What follows belongs to an exercise in optimizing a design on an open flow for small area, a short achievable clock period and few clock cycles; a production flow would make more cautious choices.
At most, simulation tests tie the RTL to the original design; equivalence was not proved.

==> flow/design.v (excerpt) <==
module maxfinder(clk, rst, start, x1, x2, x3, x4, eps, done, result);
For scale: about 18 flip-flops, about 34 I/O pins, ~6700 sq um of cells after synthesis.
clock: 9.0 ns
lec_check: 0
abc_clock_period_in_ps: 4000
cap_margin: 20
core_margin: 2
core_utilization: 40
setup_slack_margin: 3
slew_margin: 20
run.sh (not shown) runs the stock make flow with config.mk's settings and CLKGATE_MAP_FILE= SYNTH_SCRIPT=/design/flow/synth_recipe.tcl, a recipe that flattens the netlist after the stock synthesis.
Change:
- ABC_CLOCK_PERIOD_IN_PS: 4000 -> not set
- SETUP_SLACK_MARGIN: 3 -> not set
What happened:
- first-iteration DRC count fell by 5.4%
- final area fell by 12%
- global-route usage fell by 0.93 points
- worst setup slack is worse by 0.52 ns
- wire length fell by 7.6%
- flip-flop and latch count does not change
- via count fell by 2.9%
- synthesized area stays the same
- register-to-register slack is worse by 0.31 ns
Change:
- CORE_UTILIZATION: 40 -> 60
- SETUP_SLACK_MARGIN: not set -> 4
Clock-buffer cell count goes up by 1.
Area after synthesis stays the same.
Via count goes up by 7.9%.
Worst setup slack gains 0.50 ns.
Non-clock buffer count goes up by 15.
Global-route usage goes up by 12 points.
Design area goes up by about 8%.
No run of this note included a check of the RTL's function; only the layout flow was run.


maxfinder, a different RTL version from the one above (not shown whole).
Size in the first run: roughly 800 cells after synthesis, ~18 flip-flops, roughly 7000 µm² of cells after synthesis.
export LEC_CHECK = 0
export CAP_MARGIN = 20
export CORE_MARGIN = 2
export CORE_UTILIZATION = 40
export SETUP_SLACK_MARGIN = 1
export SLEW_MARGIN = 20
create_clock -name core_clock -period 9.0 [get_ports {clk}]
standard.sh (not shown) runs the stock make flow with config.mk's settings and CLKGATE_MAP_FILE= SYNTH_SCRIPT=/design/flow/synth_recipe.tcl, a recipe that flattens the netlist after the stock synthesis.
==> flow/flow/run.sh <==
#!/bin/bash
export BUFFER_PORTS_ARGS="-buffer_cell sky130_fd_sc_hd__buf_2"
cp standard.sh standard_copy.sh.txt
bash standard.sh > standard.log 2>&1
==> next run, changes <==
Settings changed: CORE_UTILIZATION 40 to 60, SETUP_SLACK_MARGIN 1 to unset.
Result: The changed run completed without violations. Core utilization came out higher by 21 points. Final cell count came out lower by 7.7%. Synthesized cell count is unchanged. Synthesized area is unchanged. Die area came out lower by about 32%. Final area came out lower by 1.3%. Routed wire length came out higher by about 3.5%. Non-clock buffer count came out higher by 1. Critical path depth does not change.
==> next run, changes <==
Settings changed: CORE_UTILIZATION 60 to 40, SETUP_SLACK_MARGIN set to 2.5.
After rerunning: Count of clock-buffer cells in the layout is unchanged; area after synthesis is unchanged; die area came out higher by well over a third; hold slack is worse by 0.023 ns; worst setup slack is better by 0.45 ns; synthesized cell count is unchanged; core utilization came out lower by 16 points.
==> next run, changes <==
Settings changed: SETUP_SLACK_MARGIN 2.5 to unset.
What happened: Non-clock buffer count came out lower by 34. Worst setup slack is worse by 0.51 ns. Via count came out lower by 3.0%.
No run of this note included a check of the RTL's function; only the layout flow was run.


== build 66 ==
maxfinder, a different RTL version from the one above (not shown whole).
For scale: roughly 18 flip-flops, ~6400 µm² of cells after synthesis.
export LEC_CHECK = 0
export CAP_MARGIN = 20
export CORE_MARGIN = 2
export CORE_UTILIZATION = 40
export GPL_ROUTABILITY_DRIVEN = 0
export SETUP_SLACK_MARGIN = 2.2
export SLEW_MARGIN = 20
export SYNTH_HIERARCHICAL = 1
export SYNTH_MINIMUM_KEEP_SIZE = 0
create_clock -name core_clock -period 9.0 [get_ports {clk}]
==> flow/flow/run.sh <==
#!/bin/bash
export BUFFER_PORTS_ARGS="-buffer_cell sky130_fd_sc_hd__buf_1"
bash standard.sh > standard.log 2>&1
Testbench counts of build 66, summed over its fixed seeds: cycles 3,201.
#### Input delta (build 17 over build 66)
Settings: GPL_ROUTABILITY_DRIVEN: 0 -> unset; CORE_UTILIZATION: 40 -> 60.
Findings:
Detailed-routed wire length on met3, build 66 and build 17: larger value in build 17. Build 17 went all the way through the flow, and no timing, DRC or antenna check failed. On insertion delay to the later sink of the worst-skew pair, build 66 and build 17 are basically level. On number of buffers other than clock buffers in the final layout, the higher figure sits with build 66, not build 17. Fraction of area in multi-input gates was higher in build 17 than in build 66. The proportion of final cell area spent on non-clock buffers was comparable across build 66 and build 17. Going from build 66 to build 17, the global-route usage was found to have gone up by 9.8 points. [diff] minimum hold slack, build 17 relative to build 66: regression. Maximum clock frequency delta (build 17 -> build 66): insignificant. Relative to build 66, actual slew at the worst max-slew pin has gone up in build 17.
Input-level comparison between build 31 and build 17:
Settings: an added PLACE_DENSITY of 0.9; a change of CORE_UTILIZATION from 60 to 40.
### Flow results
Looking at the reports, build 31 completed the entire flow and the layout it produced met the timing, design-rule and antenna checks.
Build 17 was carried through to the last stage, and its layout satisfied the timing, design-rule and antenna checks.
Build 17 and build 31 ended up with nearly the same critical path's largest stage delay.
Global-route usage (lower): build 31
On maximum clock rate, build 31 tracks build 17 almost exactly.
Changes observed in build 31 relative to build 17: share of cell area taken by multi-input logic gates fell by 1.6 points.
## Diff of input files: build 68 against build 31
Settings: PLACE_DENSITY: 0.9 -> unset.
==> flow/flow/run.sh <==
#!/bin/bash
export BUFFER_PORTS_ARGS="-buffer_cell sky130_fd_sc_hd__buf_2"
cp standard.sh standard_copy.sh.txt
bash standard.sh > standard.log 2>&1
[summary]
Diff build 31 and build 68: post-route worst hold slack higher in build 68. The run showing the smaller worst setup slack for register-to-register paths is build 68. Status: final standard cell area without fillers parity (build 68, build 31). Reported for build 31 and build 68, number of sinks driven by the clock tree turned out identical to the last digit. Between build 31 and build 68, final estimated routing congestion in global placement is lower for build 31, build 68 comes in above that. On least setup slack across all paths after layout, build 68 does better than build 31.
#### Input delta (build 76 over build 68)
Settings: SETUP_SLACK_MARGIN: 2.2 -> 2.1.
==> flow/flow/run.sh <==
#!/bin/bash
export BUFFER_PORTS_ARGS="-buffer_cell sky130_fd_sc_hd__buf_1"
bash standard.sh > standard.log 2>&1
### Flow results
- Build 76: no failed stages, no open violations at the end
- Compared to build 68, the routing of build 76 uses less wire.
- Going from build 68 to build 76, number of cell instances on the worst register-to-register path now sits higher, fraction of met2 tracks used by global routing now larger, number of ordinary and repair buffers in the finished layout grew by 4, utilization moved down.
Setup changes, build 76 to build 9
Settings: SETUP_SLACK_MARGIN: 2.1 -> 2.3.
--- outcome ---
- Relative to build 76, detailed-route wire length per cell increased by 0.11 µm in build 9.
- Compared to build 76, build 9 has fraction of area in multi-input gates 0.20 points higher.
- Against build 76 as the reference, build 9 delivers a higher final cell area excluding filler cells.
- Build 76 → build 9: quantity of gates resized following cts increased 4; area added between synthesis and finish increased 1.3 points.
- Diff build 76..build 9 | post-CTS setup buffer count | unchanged
- There was hardly any difference in post-route worst hold slack between build 9 and build 76.


## v3
Another version of the RTL of maxfinder (not shown whole).
For scale: roughly 710 cells after synthesis, roughly 34 I/O pins, roughly 0.0068 mm2 of cells after synthesis.
Settings: LEC_CHECK=0, CAP_MARGIN=20, CORE_MARGIN=2, CORE_UTILIZATION=60, SLEW_MARGIN=20, SYNTH_HIERARCHICAL=1, SYNTH_MINIMUM_KEEP_SIZE=0; clock period 9.0 ns.
==> flow/flow/run.sh <==
#!/bin/bash
export BUFFER_PORTS_ARGS="-buffer_cell sky130_fd_sc_hd__buf_2"
cp standard.sh standard_copy.sh.txt
bash standard.sh > standard.log 2>&1
Changes in v32 relative to v3:
# v3
export LEC_CHECK = 0
export CAP_MARGIN = 20
export CORE_MARGIN = 2
export CORE_UTILIZATION = 60
export SLEW_MARGIN = 20
export SYNTH_HIERARCHICAL = 1
export SYNTH_MINIMUM_KEEP_SIZE = 0
create_clock -name core_clock -period 9.0 [get_ports {clk}]
# v32
export LEC_CHECK = 0
export CAP_MARGIN = 20
export CORE_MARGIN = 2
export CORE_UTILIZATION = 40
export SETUP_SLACK_MARGIN = 2.4
export SLEW_MARGIN = 20
export SYNTH_HIERARCHICAL = 1
export SYNTH_MINIMUM_KEEP_SIZE = 0
create_clock -name core_clock -period 9.0 [get_ports {clk}]
Notes after the runs:
v3 and v32 all finish clean. Row depth of the critical timing path with buffers and inverters included: v32 lower / v3 higher. Between v3 and v32, the die area is lower for v3. Higher total wirelength of the detailed-routed design among v3 and v32: v32. Per the comparison of v32 with v3, global-route track usage on met1 now smaller; number of clock-tree buffers in the layout comparable; worst setup slack after placement now larger. v32 vs. v3: proportion of cell area spent on the clock network barely changed; fraction of standard cell area in multi-input logic now sits lower. Between v32 and v3, it is v32 whose via count is higher, by 2.2%.
Input-level comparison between v25 and v32:
# v32
export LEC_CHECK = 0
export CAP_MARGIN = 20
export CORE_MARGIN = 2
export CORE_UTILIZATION = 40
export SETUP_SLACK_MARGIN = 2.4
export SLEW_MARGIN = 20
export SYNTH_HIERARCHICAL = 1
export SYNTH_MINIMUM_KEEP_SIZE = 0
create_clock -name core_clock -period 9.0 [get_ports {clk}]
# v25
export LEC_CHECK = 0
export CAP_MARGIN = 20
export CORE_MARGIN = 2
export CORE_UTILIZATION = 40
export SETUP_SLACK_MARGIN = 2.6
export SLEW_MARGIN = 20
export SYNTH_HIERARCHICAL = 1
export SYNTH_MINIMUM_KEEP_SIZE = 0
create_clock -name core_clock -period 9.0 [get_ports {clk}]
- Utilization: v25 and v32 compared, higher one is v25
- Of v25 and v32, the lower met2 wire length belongs to v32.
- v4[1] as the end point of the critical path was reported by v32, and v2[1] by v25.
- Average wire length per cell after detail routing, v25 and v32: lower on v32
Inputs modified between v25 and v2:
# v25
export LEC_CHECK = 0
export CAP_MARGIN = 20
export CORE_MARGIN = 2
export CORE_UTILIZATION = 40
export SETUP_SLACK_MARGIN = 2.6
export SLEW_MARGIN = 20
export SYNTH_HIERARCHICAL = 1
export SYNTH_MINIMUM_KEEP_SIZE = 0
create_clock -name core_clock -period 9.0 [get_ports {clk}]
# v2
export LEC_CHECK = 0
export CAP_MARGIN = 20
export CORE_MARGIN = 2
export CORE_UTILIZATION = 40
export SLEW_MARGIN = 20
export SYNTH_HIERARCHICAL = 1
export SYNTH_MINIMUM_KEEP_SIZE = 0
create_clock -name core_clock -period 9.0 [get_ports {clk}]
[compare] base=v25 new=v2: final critical path time including I/O delays and setup shows an increase of 0.59 ns, total detailed-routing wirelength fell by 6.0%, post-route worst hold slack increased by 0.012 ns relative to the old numbers, share of the final layout cell area in multi-input gates rose by 1.3 points. v2 vs v25: first-pass GRT wire length down by a few percent.
Function was not checked in any run of this note: the RTL went through the layout flow alone.


## lane 1
maxfinder, a different RTL version from the one above (not shown whole).
Size in the first run: ~720 cells after synthesis, roughly 19 flip-flops, roughly 6800 sq um of cells after synthesis.
export LEC_CHECK = 0
export CAP_MARGIN = 20
export CORE_MARGIN = 2
export CORE_UTILIZATION = 40
export SETUP_SLACK_MARGIN = 2.8
export SLEW_MARGIN = 20
export SYNTH_HIERARCHICAL = 1
export SYNTH_MINIMUM_KEEP_SIZE = 0
create_clock -name core_clock -period 9.0 [get_ports {clk}]
Scripts as last shown in full above: flow/flow/run.sh
Testbench counts of lane 1, summed over its fixed seeds: cycles 3,201.
For lane 2, these inputs were changed with respect to lane 1:
# lane 1
export LEC_CHECK = 0
export CAP_MARGIN = 20
export CORE_MARGIN = 2
export CORE_UTILIZATION = 40
export SETUP_SLACK_MARGIN = 2.8
export SLEW_MARGIN = 20
export SYNTH_HIERARCHICAL = 1
export SYNTH_MINIMUM_KEEP_SIZE = 0
create_clock -name core_clock -period 9.0 [get_ports {clk}]
# lane 2
export LEC_CHECK = 0
export CAP_MARGIN = 20
export CELL_PAD_IN_SITES_DETAIL_PLACEMENT = 0
export CELL_PAD_IN_SITES_GLOBAL_PLACEMENT = 0
export CORE_MARGIN = 2
export CORE_UTILIZATION = 40
export PLACE_DENSITY = 0.8
export SETUP_SLACK_MARGIN = 2.4
export SLEW_MARGIN = 20
export SYNTH_HIERARCHICAL = 1
export SYNTH_MINIMUM_KEEP_SIZE = 0
create_clock -name core_clock -period 9.0 [get_ports {clk}]
- Lane 2 completed end to end with timing, DRC and antenna clean.
- Summary of lane 2 over lane 1: area growth from synthesis to layout lost 6.0 points, global-route wire length before repair shrank by about 7%, number of ordinary and repair buffers in the finished layout decreased 31%.
- Lane 2 vs. lane 1: number of standard cells in the final layout excluding fillers dropped 16; global-route usage dropped 1.7 points; setup slack dropped 0.11 ns; post-detailed-routing wire length dropped 1100 microns.
- Delta (lane 2 minus lane 1): required arrival time at the worst endpoint was more or less identical; pin slew with the least headroom to its limit lost 0.0071 ns.
For lane 3, these inputs were changed with respect to lane 2:
# lane 2
export LEC_CHECK = 0
export CAP_MARGIN = 20
export CELL_PAD_IN_SITES_DETAIL_PLACEMENT = 0
export CELL_PAD_IN_SITES_GLOBAL_PLACEMENT = 0
export CORE_MARGIN = 2
export CORE_UTILIZATION = 40
export PLACE_DENSITY = 0.8
export SETUP_SLACK_MARGIN = 2.4
export SLEW_MARGIN = 20
export SYNTH_HIERARCHICAL = 1
export SYNTH_MINIMUM_KEEP_SIZE = 0
create_clock -name core_clock -period 9.0 [get_ports {clk}]
# lane 3
export LEC_CHECK = 0
export CAP_MARGIN = 20
export CORE_MARGIN = 2
export CORE_UTILIZATION = 40
export SLEW_MARGIN = 20
export SYNTH_HIERARCHICAL = 1
export SYNTH_MINIMUM_KEEP_SIZE = 0
create_clock -name core_clock -period 9.0 [get_ports {clk}]
### Flow results
As far as met3 global-route usage is concerned, lane 2 and lane 3 perform about the same. The final reports for lane 3 and lane 2 show data-path buffer share of cell area in the final layout lower in the former. Detailed-routed wire length on met2 is lower on lane 2. Re met1 wire length: lane 3 is about 16% up on lane 2. Going from lane 2 to lane 3, maximum achievable frequency shrank by a little under 10%. In lane 3, the worst setup slack came out 0.56 ns below the value in lane 2.
What lane 4 does differently from lane 3 at the input level:
# lane 3
export LEC_CHECK = 0
export CAP_MARGIN = 20
export CORE_MARGIN = 2
export CORE_UTILIZATION = 40
export SLEW_MARGIN = 20
export SYNTH_HIERARCHICAL = 1
export SYNTH_MINIMUM_KEEP_SIZE = 0
create_clock -name core_clock -period 9.0 [get_ports {clk}]
# lane 4
export LEC_CHECK = 0
export CAP_MARGIN = 20
export CORE_MARGIN = 2
export CORE_UTILIZATION = 40
export SETUP_SLACK_MARGIN = 2.4
export SLEW_MARGIN = 20
export SYNTH_HIERARCHICAL = 1
export SYNTH_MINIMUM_KEEP_SIZE = 0
create_clock -name core_clock -period 9.0 [get_ports {clk}]
## What came out
Comparing lane 4 and lane 3, the lower count of fill cells added during filler insertion is on lane 4. Summary of lane 4 over lane 3: arrival time at the worst endpoint saw an increase; maximum achievable frequency higher. From lane 4 to lane 3, detailed placement HPWL did not move at all. Relative to lane 3, the final cell area reported for lane 4 is higher. Number of synthesized flops with an enable pin across lane 4 and lane 3: no real change.


maxfinder with an RTL version that a note above also has.
For scale: roughly 710 cells after synthesis, ~19 flip-flops, roughly 34 I/O pins.
export LEC_CHECK = 0
export CAP_MARGIN = 20
export CORE_MARGIN = 2
export CORE_UTILIZATION = 40
export SETUP_SLACK_MARGIN = 2.0
export SLEW_MARGIN = 20
export SYNTH_HIERARCHICAL = 1
export SYNTH_MINIMUM_KEEP_SIZE = 0
create_clock -name core_clock -period 9.0 [get_ports {clk}]
Scripts as last shown in full above: flow/flow/run.sh
The starting point passed the timing, design-rule and antenna checks.
Change:
SETUP_SLACK_MARGIN = 2.2   (was 2.0)
After rerunning:
- setup slack is better by 120 ps
- fmax increases slightly
- utilization increases by 0.53 points
- sequential cell count does not change
Function was not checked in any run of this note: the RTL went through the layout flow alone.

[what the ideal ports hide]
How much do the figures lean on ideal ports? The routed layouts below were timed once more, with nothing changed but the port constraints. Step 1 assumes that a clkbuf_16 drives the clock port and a buf_2 every other input. Step 2 also shifts input and output timing later by t, the mid clock arrival at the registers, as if the neighbouring blocks saw the same clock. Slacks: ideal ports / drivers / drivers and shift; pairs: ideal ports / drivers.
run | t, ns | slack for setup (ns) | clock arrival spread, ns | cell pins on the clock port's net
the first run of note 1 | 0.284 | 0.863 / 0.850 / 0.566 | 0.002 / 0.002 | 1
the second run of note 1 | 0.281 | 0.340 / 0.340 / 0.059 | 0.004 / 0.004 | 1
the third run of note 1 | 0.287 | 0.841 / 0.826 / 0.538 | 0.005 / 0.005 | 1
the first run of note 2 | 0.289 | 1.745 / 1.759 / 1.470 | 0.003 / 0.003 | 1
the second run of note 2 | 0.296 | 1.810 / 1.827 / 1.531 | 0.003 / 0.003 | 1
the third run of note 2 | 0.286 | 2.257 / 2.253 / 1.966 | 0.007 / 0.007 | 1
the fourth run of note 2 | 0.289 | 1.745 / 1.759 / 1.470 | 0.003 / 0.003 | 1
build 66 | 0.284 | 2.425 / 2.431 / 2.146 | 0.002 / 0.001 | 1
build 17 | 0.284 | 2.428 / 2.433 / 2.149 | 0.004 / 0.004 | 1
build 31 | 0.286 | 2.430 / 2.440 / 2.154 | 0.001 / 0.002 | 1
build 68 | 0.286 | 2.472 / 2.482 / 2.195 | 0.007 / 0.007 | 1
build 76 | 0.284 | 2.353 / 2.358 / 2.074 | 0.002 / 0.001 | 1
build 9 | 0.284 | 2.474 / 2.480 / 2.195 | 0.002 / 0.001 | 1
v3 | 0.287 | 1.921 / 1.935 / 1.647 | 0.001 / 0.001 | 1
v32 | 0.293 | 2.584 / 2.598 / 2.305 | 0.005 / 0.006 | 1
v25 | 0.288 | 2.540 / 2.543 / 2.255 | 0.002 / 0.002 | 1
v2 | 0.295 | 1.953 / 1.966 / 1.671 | 0.007 / 0.008 | 1
lane 1 | 0.290 | 2.680 / 2.660 / 2.387 | 0.004 / 0.004 | 1
lane 2 | 0.287 | 2.573 / 2.549 / 2.295 | 0.003 / 0.002 | 1
lane 3 | 0.295 | 2.009 / 1.973 / 1.915 | 0.004 / 0.005 | 1
lane 4 | 0.295 | 2.600 / 2.612 / 2.317 | 0.004 / 0.004 | 1
the first run of note 6 | 0.291 | 2.249 / 2.260 / 1.969 | 0.005 / 0.005 | 1
the second run of note 6 | 0.297 | 2.366 / 2.376 / 2.079 | 0.010 / 0.010 | 1
After both steps setup and hold are still met in every run listed. For the third run of note 1, which loses most, drivers alone change the setup slack by -0.015 ns; drivers and shift together by -0.303 ns.
